What follows belongs to an exercise in optimizing a design on an open flow for small area; a production flow would make more cautious choices. Only simulation tests tie the RTL to the original design; equivalence was not proved. No activity file was given, so power comes from the tool's default toggle rates.

<file path="design/flow/config.mk">
export PLATFORM = sky130hd
export DESIGN_NAME = Top_level
export DESIGN_NICKNAME = Top_level
export VERILOG_FILES = /design/flow/design.v
export SDC_FILE = /design/flow/constraint.sdc
export NUM_CORES = 4
export LEC_CHECK = 0
export ABC_AREA = 1
export CAP_MARGIN = 20
export CORE_MARGIN = 2
export CORE_UTILIZATION = 75
export PLACE_DENSITY = 0.85
export SLEW_MARGIN = 20
</file>
<file path="design/flow/constraint.sdc">
create_clock -name core_clock -period 8.0 [get_ports {I_sys_clk_top}]
set_input_delay 1.6000 -clock core_clock [delete_from_list [all_inputs] [get_ports {I_sys_clk_top}]]
set_output_delay 1.6000 -clock core_clock [all_outputs]
set_load 0.01 [all_outputs]
</file>
<file path="design/flow/design.v">
module UART_BAUDRATE_GEN
(
    input  I_sys_clk,
    input  I_rst,
    output O_tick,       
    output O_phase3      
);
reg [3:0] b;
always @(posedge I_sys_clk or posedge I_rst)
begin
    if (I_rst)
        b <= 4'd10;
    else begin
        b[0] <= ~b[0];
        b[1] <= (b[1] ^ b[0]) & ~b[3];
        b[2] <= b[2] ^ (b[1] & b[0]);
        b[3] <= (b[2] & b[1] & b[0]) | (b[3] & ~b[1] & ~b[0]);
    end
end
assign O_tick   = b[3] & ~b[1] & ~b[0];    
assign O_phase3 = (b == 4'd3);
endmodule
module UART_RX
(
    input        I_sys_clk,
    input        I_rst,
    input        I_rx_serial_data,
    input        I_baud_tick,
    output [2:0] o_code,
    output       o_stop_start    
);
reg [3:0] u;
reg [3:0] sp;
reg [2:0] S;
wire line = I_rx_serial_data;    
wire idle = u[3] & u[0];
always @(posedge I_sys_clk or posedge I_rst)
begin
    if (I_rst) begin
        u    <= 4'd9;
        sp   <= 4'd0;
        S    <= 3'd0;
    end else begin
        if (I_baud_tick) begin
            if (idle) begin
                if (!line) begin
                    if (sp[2:0] == 3'd7) begin
                        u  <= 4'd0;
                        sp <= 4'd0;
                    end else
                        sp <= sp + 4'd1;
                end
            end else begin
                {u, sp} <= {u, sp} + 8'd1;
                if (!u[3] && sp == 4'd15) begin
                    case (u[2:0])
                    3'd0, 3'd1, 3'd2: S <= {line, S[2:1]};
                    3'd3: if (line != (S[2] & (S[0] ^ S[1]))) S <= 3'd0;
                    3'd4: if (line != (S[0] & S[1]))           S <= 3'd0;
                    3'd5, 3'd6: if (!line)                     S <= 3'd0;
                    default:    if (line)                      S <= 3'd0;
                    endcase
                end
            end
        end
    end
end
assign o_code       = S;
assign o_stop_start = u[3] & ~u[0] & (sp == 4'd0);
endmodule
module Wrapper_UART
(
    input        I_sys_clk,
    input        I_rst,
    input        I_rx_serial_data,
    output [7:0] o_cmd
);
wire       tick, phase3, stop_start;
wire [2:0] code;
UART_BAUDRATE_GEN M1 (.I_sys_clk(I_sys_clk), .I_rst(I_rst), .O_tick(tick), .O_phase3(phase3));
UART_RX M2 (.I_sys_clk(I_sys_clk), .I_rst(I_rst), .I_rx_serial_data(I_rx_serial_data),
            .I_baud_tick(tick), .o_code(code), .o_stop_start(stop_start));
UART_Check_data M3 (.I_code(code), .I_valid2(stop_start & phase3), .o_write_enable(o_cmd[6:0]));
assign o_cmd[7] = 1'b0;
endmodule
module UART_Check_data
(
    input  [2:0] I_code,
    input        I_valid2,
    output [6:0] o_write_enable
);
assign o_write_enable[0] = I_valid2 & (I_code == 3'b001);  
assign o_write_enable[1] = I_valid2 & (I_code == 3'b111);  
assign o_write_enable[2] = I_valid2 & (I_code == 3'b011);  
assign o_write_enable[3] = I_valid2 & (I_code == 3'b100);  
assign o_write_enable[4] = I_valid2 & (I_code == 3'b010);  
assign o_write_enable[5] = I_valid2 & (I_code == 3'b110);  
assign o_write_enable[6] = I_valid2 & (I_code == 3'b101);  
endmodule
module motor_logic #(parameter count_limit = 40)
(
    input   I_clk,
    input   I_rst,
    input   I_motor_tick,
    input   I_servo_pwm_EN,
    input   I_ind,
    output  o_servo_output,
    output  movement_done
);
localparam CW = $clog2(count_limit + 1);
reg [1:0]    pwm;
reg          dn;
reg [CW-1:0] cnt;
wire T    = I_motor_tick;
wire sat  = ((cnt & count_limit) == count_limit);
wire hi   = |pwm;
wire pend = I_ind ? hi : &pwm;
wire stop = T & pend;                     
wire step = T & ~pend & (I_servo_pwm_EN | hi);
wire clr  = stop & sat;
wire [CW-1:0] cnt_inc = cnt + {{(CW-1){1'b0}}, T & ~sat};
always @(posedge I_clk or posedge I_rst)
begin
    if (I_rst) begin
        pwm <= 2'd0;
        dn  <= 1'b0;
        cnt <= {CW{1'b0}};
    end else begin
        pwm <= stop ? 2'd0 : pwm + {1'b0, step};
        dn  <= clr | (dn & ~step);
        cnt <= cnt_inc & ~({CW{clr}} & count_limit);
    end
end
assign o_servo_output = hi;
assign movement_done  = dn;
endmodule
module motor_logic_grip #(parameter count_limit = 40, parameter REV = 0)
(
    input   I_clk,
    input   I_rst,
    input   I_motor_tick,
    input   I_servo_pwm_EN,
    input   I_ind,
    output  o_servo_output,
    output  movement_done
);
localparam CW = $clog2(count_limit + 1);
reg [1:0]    q;
reg [CW-1:0] cnt;
wire T    = I_motor_tick;
wire sat  = ((cnt & count_limit) == count_limit);
wire two  = REV ? ~I_ind : I_ind;         
wire pend = q[1] & (q[0] | ~two);
wire stop = T & pend;
wire step = T & ~pend & (I_servo_pwm_EN | q[1]);
wire clr  = stop & sat;
wire [CW-1:0] cnt_inc = cnt + {{(CW-1){1'b0}}, T & ~sat};
always @(posedge I_clk or posedge I_rst)
begin
    if (I_rst) begin
        q   <= 2'b00;
        cnt <= {CW{1'b0}};
    end else begin
        if (stop)      q <= {1'b0, sat};
        else if (step) q <= {1'b1, q[1]};
        cnt <= cnt_inc & ~({CW{clr}} & count_limit);
    end
end
assign o_servo_output = q[1];
assign movement_done  = ~q[1] & q[0];
endmodule
module scanner
(
    input        I_sys_clk,
    input        I_rst,
    input        I_rst_button,
    input        I_start_button,
    input        det,
    input        D1,
    input        D3,
    input        G1,
    input        G2,
    input        G3,
    output       scanner_done,
    output [7:0] outs           
);
localparam [5:0] IDLE0 = 6'd24;
localparam [5:0] IDLE1 = 6'd25;
localparam [5:0] FIRST = 6'd27;
reg  [5:0] s;
reg        di3;
wire       cond;
wire [6:0] tab;
wire       di3_set, di3_clr;
scanner_table table_i (.s(s), .D1(D1), .D3(D3), .G1(G1), .G2(G2), .G3(G3),
                       .cond(cond), .outs(tab), .di3_set(di3_set), .di3_clr(di3_clr));
wire i0   = (s == IDLE0);
wire i1   = (s == IDLE1);
wire adv  = i0 | (~i1 & det & cond);
wire wrap = s[5] & (s[3:0] == 4'd11);    
always @(posedge I_sys_clk or posedge I_rst)
begin
    if (I_rst) begin
        s   <= IDLE1;
        di3 <= 1'b0;
    end else if (I_rst_button) begin
        s   <= IDLE1;
        di3 <= 1'b0;
    end else begin
        if ((i0 | i1) & I_start_button) s <= FIRST;
        else if (adv & wrap)            s <= {~s[4], ~s[4], 4'd0};
        else                            s <= s + {5'd0, adv};
        if (adv & di3_set) di3 <= 1'b1;
        if (adv & di3_clr) di3 <= 1'b0;
    end
end
assign scanner_done = i1;
assign outs = {di3 & ~i1, tab};    
endmodule
module scanner_table(input [5:0] s, input D1, input D3, input G1, input G2, input G3,
    output reg cond, output reg [6:0] outs, output di3_set, output di3_clr);
always @(*) begin
    case (s)
    6'd27: begin cond = 1'b1; outs = 7'b0000000; end  
    6'd28: begin cond = D1; outs = 7'b0001100; end  
    6'd29: begin cond = G3; outs = 7'b0111000; end  
    6'd30: begin cond = G1 & G2; outs = 7'b0101011; end  
    6'd31: begin cond = D1 & G3; outs = 7'b0100110; end  
    6'd32: begin cond = 1'b1; outs = 7'b0100001; end  
    6'd33: begin cond = G1; outs = 7'b0100001; end  
    6'd34: begin cond = 1'b1; outs = 7'b0010000; end  
    6'd35: begin cond = G3; outs = 7'b0010000; end  
    6'd36: begin cond = 1'b1; outs = 7'b0001100; end  
    6'd37: begin cond = D1; outs = 7'b0001100; end  
    6'd38: begin cond = 1'b1; outs = 7'b0111000; end  
    6'd39: begin cond = G3; outs = 7'b0111000; end  
    6'd40: begin cond = 1'b1; outs = 7'b0101011; end  
    6'd41: begin cond = G1; outs = 7'b0101011; end  
    6'd42: begin cond = 1'b1; outs = 7'b0100110; end  
    6'd43: begin cond = D1; outs = 7'b0100110; end  
    6'd48: begin cond = 1'b1; outs = 7'b0100001; end  
    6'd49: begin cond = G1; outs = 7'b0100001; end  
    6'd50: begin cond = 1'b1; outs = 7'b0010000; end  
    6'd51: begin cond = G3; outs = 7'b0010000; end  
    6'd52: begin cond = 1'b1; outs = 7'b0001100; end  
    6'd53: begin cond = D1; outs = 7'b0001100; end  
    6'd54: begin cond = 1'b1; outs = 7'b0111000; end  
    6'd55: begin cond = G3; outs = 7'b0111000; end  
    6'd56: begin cond = 1'b1; outs = 7'b0101011; end  
    6'd57: begin cond = G1; outs = 7'b0101011; end  
    6'd58: begin cond = 1'b1; outs = 7'b0100110; end  
    6'd59: begin cond = D1; outs = 7'b0100110; end  
    6'd0: begin cond = 1'b1; outs = 7'b1100010; end  
    6'd1: begin cond = 1'b1; outs = 7'b1100010; end  
    6'd2: begin cond = 1'b1; outs = 7'b1100010; end  
    6'd3: begin cond = D3; outs = 7'b1100010; end  
    6'd4: begin cond = 1'b1; outs = 7'b0100001; end  
    6'd5: begin cond = G1; outs = 7'b0100001; end  
    6'd6: begin cond = 1'b1; outs = 7'b0010000; end  
    6'd7: begin cond = G3; outs = 7'b0010000; end  
    6'd8: begin cond = 1'b1; outs = 7'b1000000; end  
    6'd9: begin cond = 1'b1; outs = 7'b1000000; end  
    6'd10: begin cond = 1'b1; outs = 7'b1000000; end  
    6'd11: begin cond = D3; outs = 7'b1000000; end  
    6'd12: begin cond = G3; outs = 7'b0110000; end  
    6'd13: begin cond = 1'b1; outs = 7'b0100011; end  
    6'd14: begin cond = G1; outs = 7'b0100011; end  
    6'd15: begin cond = 1'b1; outs = 7'b1100010; end  
    6'd16: begin cond = 1'b1; outs = 7'b1100010; end  
    6'd17: begin cond = 1'b1; outs = 7'b1100010; end  
    6'd18: begin cond = D3; outs = 7'b1100010; end  
    6'd19: begin cond = G1; outs = 7'b0100001; end  
    6'd20: begin cond = 1'b1; outs = 7'b0010000; end  
    6'd21: begin cond = 1'b1; outs = 7'b0010000; end  
    6'd22: begin cond = 1'b1; outs = 7'b0010000; end  
    6'd23: begin cond = 1'b1; outs = 7'b0000000; end  
    default: begin cond = 1'b1; outs = 7'b0000000; end
    endcase
end
assign di3_set = (s == 6'd59) | (s == 6'd14);
assign di3_clr = (s == 6'd7);
endmodule
module user_controller
(
    input        I_sys_clk,
    input        I_rst,
    input        I_rst_user_button,
    input  [3:0] I_move,         
    input        det,
    input        scanner_done,
    input  [7:0] done,           
    output [3:0] o_d,
    output [3:0] o_g,
    output [3:0] o_di,
    output [3:0] o_gi
);
reg [3:0] st;
reg [1:0] arm;    
wire idle = (st == 4'd0);
wire top  = (arm == 2'd2);
wire dA   = scanner_done & done[arm];
wire gA   = scanner_done & done[{1'b1, arm}];
wire cond = (top ^ st[1]) ? gA : dA;
always @(posedge I_sys_clk or posedge I_rst)
begin
    if (I_rst) begin
        st  <= 4'd0;
        arm <= 2'd0;
    end else if (I_rst_user_button) begin
        st  <= 4'd0;
        arm <= 2'd0;
    end else if (idle) begin
        if (scanner_done & (|I_move)) begin
            st  <= 4'b0111;
            arm <= {I_move[1] | I_move[2], I_move[3] | I_move[2]};
        end
    end else if (det & (~st[3] | ~st[0] | cond)) begin
        st <= st + 4'd1;
    end
end
wire act = st[3];
wire p1  = st[2];
wire p0  = st[1];
wire gv  = top ? ~p0 : p0;
wire dv  = ~gv;
wire giv = top ? ~p1 : (p1 ^ p0);
wire div = top ? (p1 ^ p0) : ~p1;
genvar i;
generate
for (i = 0; i < 4; i = i + 1) begin : arms
    wire sel = act & scanner_done & (arm == i);
    assign o_g[i]  = sel & gv;
    assign o_d[i]  = sel & dv;
    assign o_gi[i] = sel & giv;
    assign o_di[i] = sel & div;
end
endgenerate
endmodule
module Top_level
#(
    parameter BAUD_RATE             = 781250,   
    parameter MOTOR_CLOCK_FREQUENCY = 3906250,  
    parameter SERVO_COUNT_LIMIT     = 40        
)
(
    input           I_sys_clk_top,
    input           I_on_board_reset_n,
    input           I_rx_serial_data,
    output          o_servo1_directional_output_top,
    output          o_servo2_directional_output_top,
    output          o_servo3_directional_output_top,
    output          o_servo4_directional_output_top,
    output          o_servo1_gripping_output_top,
    output          o_servo2_gripping_output_top,
    output          o_servo3_gripping_output_top,
    output          o_servo4_gripping_output_top
);
wire clk = I_sys_clk_top;
wire rst = I_on_board_reset_n;
reg  [4:0] mc;
always @(posedge clk or posedge rst)
    if (rst) mc <= 5'd0;
    else     mc <= mc + 5'd1;
wire motor_tick = (mc == 5'd15);
wire motor_det  = (mc == 5'd17);
wire [7:0] cmd;
Wrapper_UART uart
(
    .I_sys_clk        (clk),
    .I_rst            (rst),
    .I_rx_serial_data (I_rx_serial_data),
    .o_cmd            (cmd)
);
wire       sc_done;
wire [7:0] sc_outs;    
wire [7:0] done;       
scanner cube_scanner
(
    .I_sys_clk  (clk),
    .I_rst      (rst),
    .I_rst_button(cmd[5]),
    .I_start_button(cmd[4]),
    .det        (motor_det),
    .D1         (done[0]),
    .D3         (done[2]),
    .G1         (done[4]),
    .G2         (done[5]),
    .G3         (done[6]),
    .scanner_done(sc_done),
    .outs       (sc_outs)
);
wire [3:0] u_d, u_g, u_di, u_gi;
user_controller user_ctrl
(
    .I_sys_clk  (clk),
    .I_rst      (rst),
    .I_rst_user_button(cmd[6]),
    .I_move     (cmd[3:0]),
    .det        (motor_det),
    .scanner_done(sc_done),
    .done       (done),
    .o_d        (u_d),
    .o_g        (u_g),
    .o_di       (u_di),
    .o_gi       (u_gi)
);
wire [3:0] en_d  = u_d  | {1'b0, sc_outs[6], sc_outs[2], sc_outs[2]};
wire [3:0] en_g  = u_g  | {1'b0, sc_outs[4], sc_outs[0], sc_outs[0]};
wire [3:0] ind_d = u_di | {1'b0, sc_outs[7], sc_outs[3], sc_outs[3]};
wire [3:0] ind_g = u_gi | {1'b0, sc_outs[5], sc_outs[1], sc_outs[1]};
wire [7:0] pwm_out;
genvar i;
generate
for (i = 0; i < 4; i = i + 1) begin : servo
    motor_logic #(.count_limit(SERVO_COUNT_LIMIT)) S_directional
    (
        .I_clk(clk), .I_rst(rst), .I_motor_tick(motor_tick),
        .I_servo_pwm_EN(en_d[i]), .I_ind(ind_d[i]),
        .o_servo_output(pwm_out[i]), .movement_done(done[i])
    );
    motor_logic_grip #(.count_limit(SERVO_COUNT_LIMIT), .REV(i == 2)) S_gripping
    (
        .I_clk(clk), .I_rst(rst), .I_motor_tick(motor_tick),
        .I_servo_pwm_EN(en_g[i]), .I_ind(ind_g[i]),
        .o_servo_output(pwm_out[4+i]), .movement_done(done[4+i])
    );
end
endgenerate
assign o_servo1_directional_output_top = pwm_out[0];
assign o_servo2_directional_output_top = pwm_out[1];
assign o_servo3_directional_output_top = pwm_out[2];
assign o_servo4_directional_output_top = pwm_out[3];
assign o_servo1_gripping_output_top    = pwm_out[4];
assign o_servo2_gripping_output_top    = pwm_out[5];
assign o_servo3_gripping_output_top    = pwm_out[6];
assign o_servo4_gripping_output_top    = pwm_out[7];
endmodule
</file>
<file path="design/flow/flow/run.sh">
#!/bin/bash
# Layout flow: the standard flow (standard.sh), with these changes:
# - synthesis: the final technology mapping is done by area-oriented abc
#   scripts (flow/area*.script, tried in turn by flow/abc_multi.tcl, smallest
#   kept) instead of ORFS's, and without ORFS's adder extraction; everything
#   before the mapping, and so every register, is as in the standard synthesis;
# - port buffers are buf_1 cells;
# - clock tree synthesis without dummy loads.
set -euo pipefail
HERE=$(pwd)
sed "s|^  log_cmd abc {\*}\$abc_args|  source $HERE/flow/abc_multi.tcl|" \
    "$FLOW_HOME/scripts/synth.tcl" > "$HERE/synth_area.tcl"
grep -q "flow/abc_multi.tcl" "$HERE/synth_area.tcl"
sed "s|^source \$::env(SCRIPTS_DIR)/synth.tcl|source $HERE/synth_area.tcl|" \
    "$HERE/synth_recipe.tcl" > "$HERE/synth_top.tcl"
grep -q "synth_area.tcl" "$HERE/synth_top.tcl"
bash "$HERE/standard.sh" SYNTH_SCRIPT="$HERE/synth_top.tcl" ADDER_MAP_FILE= \
    BUFFER_PORTS_ARGS="-buffer_cell sky130_fd_sc_hd__buf_1" \
    CTS_ARGS="-sink_clustering_enable -repair_clock_nets -dont_use_dummy_load" \
    finish > "$HERE/flow_make.log" 2>&1
</file>
<file path="design/flow/flow/abc_multi.tcl">
# Technology mapping, multi-start: map the design with each area script
# (deepsyn with different seeds) and keep the smallest result. Only the
# combinational logic changes; the registers are those of the standard synthesis.
set abc_dir [file dirname [file normalize [info script]]]
design -save pre_abc
set best_area 1e18
foreach scr [lsort [glob $abc_dir/area*.script]] {
  design -load pre_abc
  log_cmd abc -script $scr {*}[lrange $abc_args 2 end]
  set st [tee -q -s result.string stat {*}$lib_args]
  if { ![regexp {Chip area for module [^:]*: ([0-9.]+)} $st -> area] } {
    error "no area from stat"
  }
  puts "abc_multi: $scr area $area"
  if { $area < $best_area } {
    set best_area $area
    design -save best_abc
  }
}
design -load best_abc
puts "abc_multi: kept area $best_area"
</file>
<file path="design/flow/flow/area1.script">
strash
&get -n
&st
&deepsyn -T 60
&st
&dch -f
&nf -a
&put
mfs2
strash
&get -n
&st
&deepsyn -T 60
&st
&dch -f
&nf -a
&put
mfs2
strash
&get -n
&st
&deepsyn -T 60
&st
&dch -f
&nf -a
&put
mfs2
strash
dch -f
amap
</file>
<file path="design/flow/flow/area2.script">
strash
&get -n
&st
&deepsyn -T 60 -S 11
&st
&dch -f
&nf -a
&put
mfs2
strash
&get -n
&st
&deepsyn -T 60 -S 11
&st
&dch -f
&nf -a
&put
mfs2
strash
&get -n
&st
&deepsyn -T 60 -S 11
&st
&dch -f
&nf -a
&put
mfs2
strash
dch -f
amap
</file>
<file path="design/flow/flow/area3.script">
strash
&get -n
&st
&deepsyn -T 60 -S 22
&st
&dch -f
&nf -a
&put
mfs2
strash
&get -n
&st
&deepsyn -T 60 -S 22
&st
&dch -f
&nf -a
&put
mfs2
strash
&get -n
&st
&deepsyn -T 60 -S 22
&st
&dch -f
&nf -a
&put
mfs2
strash
dch -f
amap
</file>
<file path="design/flow/standard.sh">
#!/bin/bash
# synth_recipe.tcl (not shown) runs the flow's synth.tcl, then flattens the netlist and writes it again
# the make line also repeats each setting of config.mk as NAME=value (left out here)
make -C /OpenROAD-flow-scripts/flow DESIGN_CONFIG=/design/flow/config.mk WORK_HOME=/design/flow/orfs CLKGATE_MAP_FILE= SYNTH_SCRIPT=/design/flow/synth_recipe.tcl "${@:-finish}"
</file>
==> run notes <==
CP required=8260 ps; number of synthesized flops with an enable pin=0; CP Max Fanout=9; post-synthesis sequential element count=101; fin area=5020 sq um; Clock Path Buffers=2; DRT antenna net count=0; Reg-to-Reg End=cube_scanner.s[4]; peak supply drop=0.160 mV; global route total overflow=0; CTS Root Cell=clkbuf_8; setup ws final=3940 ps; Cells after Synth=564; HPWL after detailed placement=7410 um; die area=6990 sq um; min-delay worst type=flop to flop; Resized Gates After CTS=0; pwr dens=164 nW/um^2; # setup viols final=0; Critical Path AT=4320 ps; P&R area growth vs syn=5.63%; Final Slew Violations=0; Hold Fails Final Rpt=0; DRC=0; global-route wire length before repair=17500 um; Critical-path top delay cell=dfstp_2; most common cell after layout, fill and taps aside=nor2_1; layout cells sized above 1=3.08%; fin cells=661; GP Congestion=0.885; die height=83.6 um; Min-Delay Path Depth=1; vias in the first global route=3909; initial cell density of the core=76.2%; Crit Reg-Reg Startpoint=cube_scanner.s[3]; Post-Place Cells=652; TNS Setup=0 ps; Die X-Extent=83.6 um; Netlist Area Pre-Place=4750 sq um; Cell Area, Placed=4900 sq um; Via density=6.07; largest net degree at the start of global routing=53; max-cap viol count=0; Sink Count=101; sequential fraction of the synthesis area=53.3%; CTS tree=done; fin crit share=50.7%; pre-CTS setup slack=4100 ps; reg2reg setup slack=3940 ps; via count=4012; routed wire length=10000 um; status=finished clean; Core Region=6240 sq um; clock-pin slew on the worst setup and hold paths=70 ps; critical path startpoint category=flop; crit path kind=flop to flop; Syn. warnings=9; leak pwr=2.15 nW; crit end category=flop; post-synth net total=567; H-tree levels=3; crit-path cells=clkinv_1 -> nor2_1 -> nand2_1 -> o211ai_1 -> clkinv_1 -> nand2_1 -> o221ai_1 -> nor4_1 -> clkinv_1 -> a2111oi_0 -> o41ai_1 -> nor2_1 -> nand2_1 -> nor3_1 -> clkinv_1 -> o221ai_1; worst r2r path cells=16; GRT Total Usage=31.2%; antenna violations before repair=0; Clock Skew=28.7 ps; clock latency (worst-skew pair)=370 ps; RSZ-0062 raised after global routing=false; ys flop type=dfrtp_1; CTS Buf Count=9; I/O pin count=11; Iter 0 DRT Violations=343; fmax=0.246 GHz; post-synthesis average cell area=8.43 sq um; setup bufs post-CTS=0; most frequent cells in the layout=nor2_1 (150), dfrtp_1 (94), clkinv_1 (74); hold_sp=uart.M1.b[0]; post-synthesis async set-or-reset flop share=100%; Yosys cell types=37; row count=29; Net count, final=589; Tmin final=4060 ps; Rel. slew slack=35.9%; First-pass DRT Iterations=6; PortBufs=10; Routed WL per cell=15.2 um; fill count=393; hold_buf cts=0; CP dominant cell by count=clkinv_1; CP peak stage delay=570 ps; Inserted Diodes=0; worst slew pin tran=959 ps; Worst Hold End=uart.M1.b[0]
sequential cells by signal, indices dropped and copies added (netlist names), 5 cells and up:
| name | cells |
|---|---|
| servo.S_directional.cnt | 24 |
| servo.S_gripping.cnt | 24 |
| servo.S_directional.pwm | 8 |
| servo.S_gripping.q | 8 |
| cube_scanner.s | 6 |
| mc | 5 |
synth_stat cells (all sizes together) (7+ instances only):
library cell,instances,area share [%]
nor2,150,12
dfrtp,94,49
clkinv,75,5.9
nand2,34,2.7
o21ai,31,3.3
a21oi,30,3.2
nor3,26,2.7
o21a,16,2.5
and2,13,1.7
nand3,11,1.2
o22ai,10,1.3
and3,9,1.2
nor2b,9,1.2
dfstp,7,3.9
through the flow:
| step | hold slack (ps) | utilization (%) | total power, mW |
|---|---|---|---|
| after floorplan | 443 | - | 0.572 |
| after global routing | 496 | 80.5 | 0.850 |
| after global placement | 453 | 78.5 | 0.580 |
| final | 475 | 80.5 | 0.823 |
| after detailed placement | 458 | 78.5 | 0.584 |
| after CTS | 477 | 80.5 | 0.828 |
worst max-delay path, delay by kind of cell, from the launching register on:
kind,cells,cell delay (ps)
flops,1,570
simple gates,7,1690
compound gates,5,1030
buf+inv,4,700
layer usage:
layer  wire length (um)  vias up  track usage (%)
met3                629       42             6.53
met1               4240     1854             41.8
met5                  0        -                0
met2               4790      166             49.5
li1                   -     1950                -
met4                351        0             14.5
cell families (layout without fill, tap and decap cells):
logic type / count (synthesis) / count (layout) / synth area share, %
AO/OA/AOI/OAI: 125 / 125 / 16.7
AND/OR/NAND/NOR: 263 / 263 / 24.0
flip-flops: 101 / 101 / 53.3
buffers and inverters: 75 / 95 / 5.92
power by group:
part,switching (mW),internal [mW]
clock network,0.148,0.101
registers,0.0116,0.524
logic,0.0273,0.0117
worst max path at each step:
stage | startpoint | end | slack (ps) | depth (start not counted)
after floorplan | cube_scanner.s[3] | cube_scanner.s[4] | 4660 | 16
after global placement | cube_scanner.s[3] | cube_scanner.s[4] | 4250 | 16
after detailed placement | cube_scanner.s[3] | cube_scanner.s[4] | 4100 | 16
after CTS | cube_scanner.s[3] | cube_scanner.s[4] | 4040 | 14
after global routing | cube_scanner.s[3] | cube_scanner.s[4] | 3560 | 14
final | cube_scanner.s[3] | cube_scanner.s[4] | 3940 | 16
layout make-up:
class | instances | area, sq um | area share, %
clock buffer | 9 | 124 | 2.47
inverter | 75 | 284 | 5.66
multi-input combinational | 388 | 1940 | 38.6
sequential | 101 | 2540 | 50.5
tap | 77 | 96.3 | 1.92
timing repair buffer | 11 | 45.0 | 0.897

what the ideal ports hide:
The results above use ideal ports. As a check the final layout listed here was re-extracted and re-timed, cells and wires unchanged.
Step 1 (the two cells are an assumption about what drives the block):
set clk [get_ports {I_sys_clk_top}]
set_driving_cell -lib_cell sky130_fd_sc_hd__clkbuf_16 $clk
set_driving_cell -lib_cell sky130_fd_sc_hd__buf_2 [delete_from_list [all_inputs] $clk]
Step 2 moves the port delays by t, midway between the first and last clock arrival at a register: inputs arrive t later, outputs are due t later. That takes back most of the time a late clock gives input paths.
a / b / c = no drivers / after step 1 / after step 2; a / b = the first two.
shift t [ns]: 0.386
setup WS [ns]: 3.941 / 3.941 / 3.941
worst setup path at the end: register to register
worst slew at a driven data input, ns: 0.03
After both steps this run still meets setup and hold. For this run, drivers alone change the setup slack by 0.000 ns; drivers and shift together by 0.000 ns.
